From an optimization exercise on the open Yosys and OpenROAD flow, aimed at small area; shortcuts taken in it are not production practice. In this exercise RTL edits were held to simulation tests only and were not proved equivalent to the original. The clock input has no modelled driver; a real chip could not lean on it and would need a root buffer or a full tree.

Setup of v19:
==> flow/design.v <==
module oled_top(
    input clk,
    input rst,
    output sck,
    output reg miso,
    output reg reset_oled,
    output dc,
    output sck_reg
    );
    reg [5:0] dcnt;
    reg sr;
    reg [3:0] slot;
    reg [11:0] ptr;
    reg [1:0] ph;
    assign sck_reg = sr;
    wire tick = ~dcnt[0] & ~dcnt[1] & ~dcnt[2] & ~dcnt[4];    
    wire d4  = dcnt[4];                
    wire d8  = ~dcnt[0] & ~dcnt[2];    
    wire d10 = ~dcnt[0] & ~dcnt[4];    
    always @(posedge clk)
        if (rst) begin
            dcnt <= 6'd1;
            sr <= 1'b0;
        end else if (tick) begin
            dcnt <= 6'd1;
            sr <= ~sr;
        end else
            dcnt <= {dcnt[4:0], dcnt[5] ^ dcnt[0]};
    wire rise = tick & ~sr;
    wire fall = tick & sr;
    wire [1:0] bc = ptr[1:0];
    wire [6:0] x  = ptr[8:2];
    wire [2:0] pg = ptr[11:9];
    wire is_init = ~ph[1];
    wire is_cw   = ph[1];
    wire is_wr   = ph[1] & ph[0];
    wire is_w1   = (ph == 2'd0);
    wire fin   = (slot == 4'd15);
    wire idle1 = (slot == 4'd14);
    wire gap   = (slot == 4'd12);
    wire done  = (slot == 4'd13);
    wire [6:0] font;
    assign font[0] = (x == 7'd31) | (x == 7'd35) | (x == 7'd37) | (x == 7'd38) | (x == 7'd39) | (x == 7'd40) | (x == 7'd41) | (x == 7'd43) | (x == 7'd49) | (x == 7'd56) | (x == 7'd57) | (x == 7'd58) | (x == 7'd61) | (x == 7'd62) | (x == 7'd63) | (x == 7'd64) | (x == 7'd65) | (x == 7'd67) | (x == 7'd68) | (x == 7'd69) | (x == 7'd70) | (x == 7'd74) | (x == 7'd75) | (x == 7'd76) | (x == 7'd77) | (x == 7'd81);
    assign font[1] = (x == 7'd31) | (x == 7'd35) | (x == 7'd37) | (x == 7'd43) | (x == 7'd49) | (x == 7'd55) | (x == 7'd59) | (x == 7'd61) | (x == 7'd67) | (x == 7'd71) | (x == 7'd73) | (x == 7'd80) | (x == 7'd82);
    assign font[2] = (x == 7'd31) | (x == 7'd35) | (x == 7'd37) | (x == 7'd43) | (x == 7'd49) | (x == 7'd55) | (x == 7'd59) | (x == 7'd61) | (x == 7'd67) | (x == 7'd71) | (x == 7'd73) | (x == 7'd79) | (x == 7'd83);
    assign font[3] = (x == 7'd31) | (x == 7'd32) | (x == 7'd33) | (x == 7'd34) | (x == 7'd35) | (x == 7'd37) | (x == 7'd38) | (x == 7'd39) | (x == 7'd40) | (x == 7'd41) | (x == 7'd43) | (x == 7'd49) | (x == 7'd55) | (x == 7'd59) | (x == 7'd61) | (x == 7'd62) | (x == 7'd63) | (x == 7'd64) | (x == 7'd65) | (x == 7'd67) | (x == 7'd68) | (x == 7'd69) | (x == 7'd70) | (x == 7'd73) | (x == 7'd75) | (x == 7'd76) | (x == 7'd77) | (x == 7'd79) | (x == 7'd80) | (x == 7'd81) | (x == 7'd82) | (x == 7'd83);
    assign font[4] = (x == 7'd31) | (x == 7'd35) | (x == 7'd37) | (x == 7'd43) | (x == 7'd49) | (x == 7'd55) | (x == 7'd59) | (x == 7'd61) | (x == 7'd67) | (x == 7'd73) | (x == 7'd77) | (x == 7'd79) | (x == 7'd83);
    assign font[5] = (x == 7'd31) | (x == 7'd35) | (x == 7'd37) | (x == 7'd43) | (x == 7'd49) | (x == 7'd55) | (x == 7'd59) | (x == 7'd61) | (x == 7'd67) | (x == 7'd73) | (x == 7'd77) | (x == 7'd79) | (x == 7'd83);
    assign font[6] = (x == 7'd31) | (x == 7'd35) | (x == 7'd37) | (x == 7'd38) | (x == 7'd39) | (x == 7'd40) | (x == 7'd41) | (x == 7'd43) | (x == 7'd44) | (x == 7'd45) | (x == 7'd46) | (x == 7'd47) | (x == 7'd49) | (x == 7'd50) | (x == 7'd51) | (x == 7'd52) | (x == 7'd53) | (x == 7'd56) | (x == 7'd57) | (x == 7'd58) | (x == 7'd61) | (x == 7'd67) | (x == 7'd74) | (x == 7'd75) | (x == 7'd76) | (x == 7'd79) | (x == 7'd83);
    wire [7:0] init_byte;
    assign init_byte[0] = (ptr[3:0] == 4'd6) | (ptr[3:0] == 4'd8) | (ptr[3:0] == 4'd10) | (ptr[3:0] == 4'd11) | (ptr[3:0] == 4'd12) | (ptr[3:0] == 4'd13) | (ptr[3:0] == 4'd15);
    assign init_byte[1] = (ptr[3:0] == 4'd5) | (ptr[3:0] == 4'd11) | (ptr[3:0] == 4'd15);
    assign init_byte[2] = (ptr[3:0] == 4'd5) | (ptr[3:0] == 4'd6) | (ptr[3:0] == 4'd8) | (ptr[3:0] == 4'd9) | (ptr[3:0] == 4'd11) | (ptr[3:0] == 4'd15);
    assign init_byte[3] = (ptr[3:0] == 4'd5) | (ptr[3:0] == 4'd8) | (ptr[3:0] == 4'd11) | (ptr[3:0] == 4'd12) | (ptr[3:0] == 4'd15);
    assign init_byte[4] = (ptr[3:0] == 4'd6) | (ptr[3:0] == 4'd9) | (ptr[3:0] == 4'd12) | (ptr[3:0] == 4'd13);
    assign init_byte[5] = (ptr[3:0] == 4'd5) | (ptr[3:0] == 4'd13) | (ptr[3:0] == 4'd14) | (ptr[3:0] == 4'd15);
    assign init_byte[6] = (ptr[3:0] == 4'd6) | (ptr[3:0] == 4'd11) | (ptr[3:0] == 4'd12) | (ptr[3:0] == 4'd13);
    assign init_byte[7] = (ptr[3:0] == 4'd5) | (ptr[3:0] == 4'd6) | (ptr[3:0] == 4'd7) | (ptr[3:0] == 4'd8) | (ptr[3:0] == 4'd10) | (ptr[3:0] == 4'd11) | (ptr[3:0] == 4'd12) | (ptr[3:0] == 4'd13) | (ptr[3:0] == 4'd14) | (ptr[3:0] == 4'd15);
    wire col_end   = is_cw & (bc == 2'd0);
    wire block_end = is_wr ? (col_end & (font == 7'd0)) : (ptr == 12'd0);
    wire gap_end = ~ptr[11] & ptr[7] & ptr[6];   
    wire [2:0] page = is_wr ? ((x >= 7'd60) ? 3'd4 : 3'd3) : pg;
    reg [7:0] byte_out;
    always @(*)
        if (is_init) byte_out = init_byte;
        else case (bc)
            2'd0: byte_out = {5'b10110, page};
            2'd1: byte_out = {5'b00010, x[6:4]};
            2'd2: byte_out = {4'b0000, x[3:0]};
            default: byte_out = is_wr ? {1'b0, font} : 8'h00;
        endcase
    assign sck = slot[3] | sr;
    assign dc  = is_cw & (bc == 2'd3) & (~slot[3] | fin);
    always @(posedge clk)
        if (rst)
            miso <= 1'b0;
        else if (fall & ~slot[3])
            miso <= byte_out[slot[2:0]];
    wire ro_set = (idle1 & ptr[0] & d10) |
                  (~ptr[11] & ptr[6] & ptr[4] & ptr[3] & ptr[2] & ptr[1] & d8 & ~sr);
    wire ro_clr = is_w1 & fin & ptr[3] & ptr[2] & ptr[0] & d4 & ~sr;
    always @(posedge clk)
        if (rst)
            reset_oled <= 1'b0;
        else
            reset_oled <= ro_set | (reset_oled & ~ro_clr);
    wire adv = rise & (fin | (gap & ~gap_end));
    always @(posedge clk)
        if (rst | (rise & gap & gap_end))
            ptr <= 12'd4085;
        else if (rise & idle1 & reset_oled & block_end & (ph == 2'd2))
            ptr <= {3'd0, 7'd30, 2'd0};
        else
            ptr <= ptr + {11'd0, adv};
    always @(posedge clk)
        if (rst)
            ph <= 2'd0;
        else if (rise & ((gap & gap_end) | (idle1 & reset_oled & block_end & ~is_wr)))
            ph <= ph + 2'd1;
    always @(posedge clk)
        if (rst)
            slot <= 4'd14;
        else if (rise) begin
            if (idle1) begin
                if (!reset_oled)
                    slot <= 4'd12;
                else if (is_wr && x[6] && x[4] && x[2])    
                    slot <= 4'd13;
                else
                    slot <= {2'b10, block_end, col_end};
            end else if (gap) begin
                if (gap_end)
                    slot <= 4'd8;
            end else if (!done)
                slot <= slot - 4'd1;
        end
endmodule
export LEC_CHECK = 0
export ABC_AREA = 1
export CAP_MARGIN = 20
export CORE_AREA = 2 2 63 63
export CTS_BUF_LIST = sky130_fd_sc_hd__clkbuf_8
export DIE_AREA = 0 0 65 65
export PLACE_DENSITY = 0.6
export SLEW_MARGIN = 20
create_clock -name core_clock -period 10.0 [get_ports {clk}]
standard.sh (not shown) runs the stock make flow with config.mk's settings and CLKGATE_MAP_FILE= SYNTH_SCRIPT=/design/flow/synth_recipe.tcl, a recipe that flattens the netlist after the stock synthesis.
==> flow/flow/run.sh <==
#!/bin/bash
# Own flow: the standard layout (standard.sh) with three changes:
# - the synthesis's final ABC mapping is replaced (flow/abc_best.tcl) by an
#   area-oriented script (deepsyn, then area mapping); the whole standard
#   synthesis is run once per random seed, in parallel, each in its own
#   folder, and the run with the smallest netlist is kept as the synthesis;
# - adders are left to ABC instead of the half-adder cell map;
# - the port buffers (still one per port) use the smallest buffer cell.
# Synthesis passes, register names, floorplan, place, CTS and route are the
# standard flow's.
set -euo pipefail
W=$(pwd)
cat "$W/flow/abc_best.tcl" "$W/synth_recipe.tcl" > "$W/own_synth.tcl"
export OWN_ABC_T=300
V=(SYNTH_SCRIPT="$W/own_synth.tcl" ADDER_MAP_FILE= BUFFER_PORTS_ARGS="-buffer_cell sky130_fd_sc_hd__buf_1")
SEEDS="1 2 3 4"
for s in $SEEDS; do
  OWN_ABC_SEEDS=$s bash "$W/standard.sh" "${V[@]}" WORK_HOME="$W/try$s" synth > "$W/synth_try$s.log" 2>&1 &
done
wait
best=""; barea=""
for s in $SEEDS; do
  f="$W/try$s/reports/sky130hd/oled_top/base/synth_stat.txt"
  [[ -f "$W/try$s/results/sky130hd/oled_top/base/1_synth.odb" && -f "$f" ]] || continue
  a=$(sed -n "s/.*Chip area for module '[^']*': \([0-9.]*\).*/\1/p" "$f" | head -1)
  echo "seed $s: synthesis area $a"
  if [[ -z "$best" ]] || awk -v a="$a" -v b="$barea" 'BEGIN{exit !(a < b)}'; then best=$s; barea=$a; fi
done
echo "kept seed $best (area $barea)"
rm -rf "$W/orfs"
cp -a "$W/try$best" "$W/orfs"
bash "$W/standard.sh" "${V[@]}" finish > "$W/layout.log" 2>&1
==> flow/flow/abc_best.tcl <==
# Replaces the abc command of ORFS's synthesis: maps the logic with an
# area-oriented ABC script (deepsyn, then area mapping) for several random
# seeds and keeps the smallest result. Flip-flops are not touched.
proc abc {args} {
  set i [lsearch -exact $args -script]
  set li [lsearch -exact $args -liberty]
  set lib [lindex $args [expr {$li + 1}]]
  set dir $::env(OBJECTS_DIR)
  yosys design -save pre_abc
  set best -1
  foreach seed $::env(OWN_ABC_SEEDS) {
    set f [open $dir/own_abc_$seed.script w]
    puts $f "strash"
    puts $f "&get -n"
    puts $f "&deepsyn -T $::env(OWN_ABC_T) -S $seed"
    puts $f "&put"
    puts $f "dch -f"
    puts $f "amap -F 50 -A 50"
    puts $f "strash"
    puts $f "dch -f"
    puts $f "amap -F 50 -A 50"
    puts $f "topo"
    close $f
    yosys design -load pre_abc
    set a $args
    lset a [expr {$i + 1}] $dir/own_abc_$seed.script
    yosys abc {*}$a
    yosys tee -q -o $dir/own_abc_$seed.stat stat -liberty $lib
    set f [open $dir/own_abc_$seed.stat r]
    set txt [read $f]
    close $f
    regexp {Chip area for module '[^']*': ([0-9.]+)} $txt -> area
    puts "own abc: seed $seed area $area"
    if {$best < 0 || $area < $best} {
      set best $area
      yosys design -save best_abc
    }
  }
  puts "own abc: kept area $best"
  yosys design -load best_abc
}
v19: PASS, flow complete, no timing, DRC or antenna violations
> inputs changed (v19 -> v31)
--- a/flow/flow/run.sh
+++ b/flow/flow/run.sh
@@ -1,4 +1,4 @@
 #!/bin/bash
-# Own flow: the standard layout (standard.sh) with three changes:
+# Own flow: the standard layout (standard.sh) with four changes:
 # - the synthesis's final ABC mapping is replaced (flow/abc_best.tcl) by an
 #   area-oriented script (deepsyn, then area mapping); the whole standard
@@ -6,13 +6,14 @@
 #   folder, and the run with the smallest netlist is kept as the synthesis;
 # - adders are left to ABC instead of the half-adder cell map;
-# - the port buffers (still one per port) use the smallest buffer cell.
-# Synthesis passes, register names, floorplan, place, CTS and route are the
+# - the port buffers (still one per port) use the smallest buffer cell;
+# - the clock tree is one clkbuf_8 (flow/one_clkbuf.tcl) instead of three.
+# Synthesis passes, register names, floorplan, place and route are the
 # standard flow's.
 set -euo pipefail
 W=$(pwd)
 cat "$W/flow/abc_best.tcl" "$W/synth_recipe.tcl" > "$W/own_synth.tcl"
-export OWN_ABC_T=300
-V=(SYNTH_SCRIPT="$W/own_synth.tcl" ADDER_MAP_FILE= BUFFER_PORTS_ARGS="-buffer_cell sky130_fd_sc_hd__buf_1")
-SEEDS="1 2 3 4"
+export OWN_ABC_T=5
+V=(PRE_CTS_TCL="$W/flow/one_clkbuf.tcl" SYNTH_SCRIPT="$W/own_synth.tcl" ADDER_MAP_FILE= BUFFER_PORTS_ARGS="-buffer_cell sky130_fd_sc_hd__buf_1")
+SEEDS="1"
 for s in $SEEDS; do
   OWN_ABC_SEEDS=$s bash "$W/standard.sh" "${V[@]}" WORK_HOME="$W/try$s" synth > "$W/synth_try$s.log" 2>&1 &
==> flow/flow/one_clkbuf.tcl (new file) <==
# PRE_CTS hook: the clock port drives one clkbuf_16, placed at the centre of
# the flip-flops, which drives every flip-flop clock pin. The tree is this one
# buffer, so TritonCTS (which would build a root and two leaf buffers for
# this small design) is not run; the rest of the CTS step (legalization,
# timing repair) runs as usual.
set block [ord::get_db_block]
set clk_net [$block findNet clk]
set master [[ord::get_db] findMaster sky130_fd_sc_hd__clkbuf_16]
set buf [odb::dbInst_create $block $master clkbuf_0_clk]
set leaf [odb::dbNet_create $block clknet_0_clk]
$leaf setSigType CLOCK
set n 0; set sx 0; set sy 0
foreach it [$clk_net getITerms] {
  set inst [$it getInst]
  lassign [$inst getLocation] x y
  set sx [expr {$sx + $x}]; set sy [expr {$sy + $y}]; incr n
  $it disconnect
  $it connect $leaf
}
[$buf findITerm A] connect $clk_net
[$buf findITerm X] connect $leaf
$buf setLocation [expr {$sx / $n}] [expr {$sy / $n}]
$buf setPlacementStatus PLACED
puts "one_clkbuf: $n clock pins on clknet_0_clk"
proc clock_tree_synthesis {args} { puts "one_clkbuf: clock_tree_synthesis not run" }
Notes after the runs:
v31 did not stop at any stage, and its layout met the timing, DRC and antenna checks. Post-synthesis instance area: v31 worse than v19. Against v19, v31 comes in 0.015 ns lower on worst hold slack. Of the two values seen for startpoint-to-endpoint class of the critical path, reg2out was produced by v31 and reg2reg by v19. v31 improves on v19 in setup slack.
Modified inputs, v48 compared to v31
--- a/flow/flow/run.sh
+++ b/flow/flow/run.sh
@@ -7,5 +7,5 @@
 # - adders are left to ABC instead of the half-adder cell map;
 # - the port buffers (still one per port) use the smallest buffer cell;
-# - the clock tree is one clkbuf_8 (flow/one_clkbuf.tcl) instead of three.
+# - the clock tree is one clkbuf_16 (flow/one_clkbuf.tcl) instead of three.
 # Synthesis passes, register names, floorplan, place and route are the
 # standard flow's.
@@ -13,7 +13,7 @@
 W=$(pwd)
 cat "$W/flow/abc_best.tcl" "$W/synth_recipe.tcl" > "$W/own_synth.tcl"
-export OWN_ABC_T=5
+export OWN_ABC_T=300
 V=(PRE_CTS_TCL="$W/flow/one_clkbuf.tcl" SYNTH_SCRIPT="$W/own_synth.tcl" ADDER_MAP_FILE= BUFFER_PORTS_ARGS="-buffer_cell sky130_fd_sc_hd__buf_1")
-SEEDS="1"
+SEEDS="1 2 3 4"
 for s in $SEEDS; do
   OWN_ABC_SEEDS=$s bash "$W/standard.sh" "${V[@]}" WORK_HOME="$W/try$s" synth > "$W/synth_try$s.log" 2>&1 &
### Flow results
Going from v31 to v48, the critical path data arrival time was found to have gone up by 2.54 ns.
v48: worst stage delay on the critical path is 0.20 ns higher than what v31 reported.
v48 against v31; post-synthesis instance area is down by a few percent.
Cell area | v48 vs v31 | v48 smaller
v48 vs v31, utilization went down by 2.4 points.
In v31 and v48 the design's own scripts or RTL, not TritonCTS, make the clock network.

what the ideal ports hide:
The flow's constraints put no driver on any port. The routed layouts listed below were extracted and timed again, unchanged, in two steps. Step 1 assumes that a clkbuf_16 drives the clock port and a buf_2 every other input. Step 2 moves the port delays by t, midway between the first and last clock arrival at a register: inputs arrive t later, outputs are due t later. That takes back most of the time a late clock gives input paths. Slacks: ideal / step 1 / step 2; pairs: ideal / step 1.
| run | shift t [ns] | setup slack, ns | worst setup path after step 2 |
|---|---|---|---|
| v19 | 0.292 | 5.807 / 5.807 / 5.807 | register to register |
| v31 | 0.188 | 6.199 / 6.172 / 6.359 | register to output |
| v48 | 0.188 | 5.761 / 5.761 / 5.761 | register to register |
After both steps every run listed still meets setup and hold.
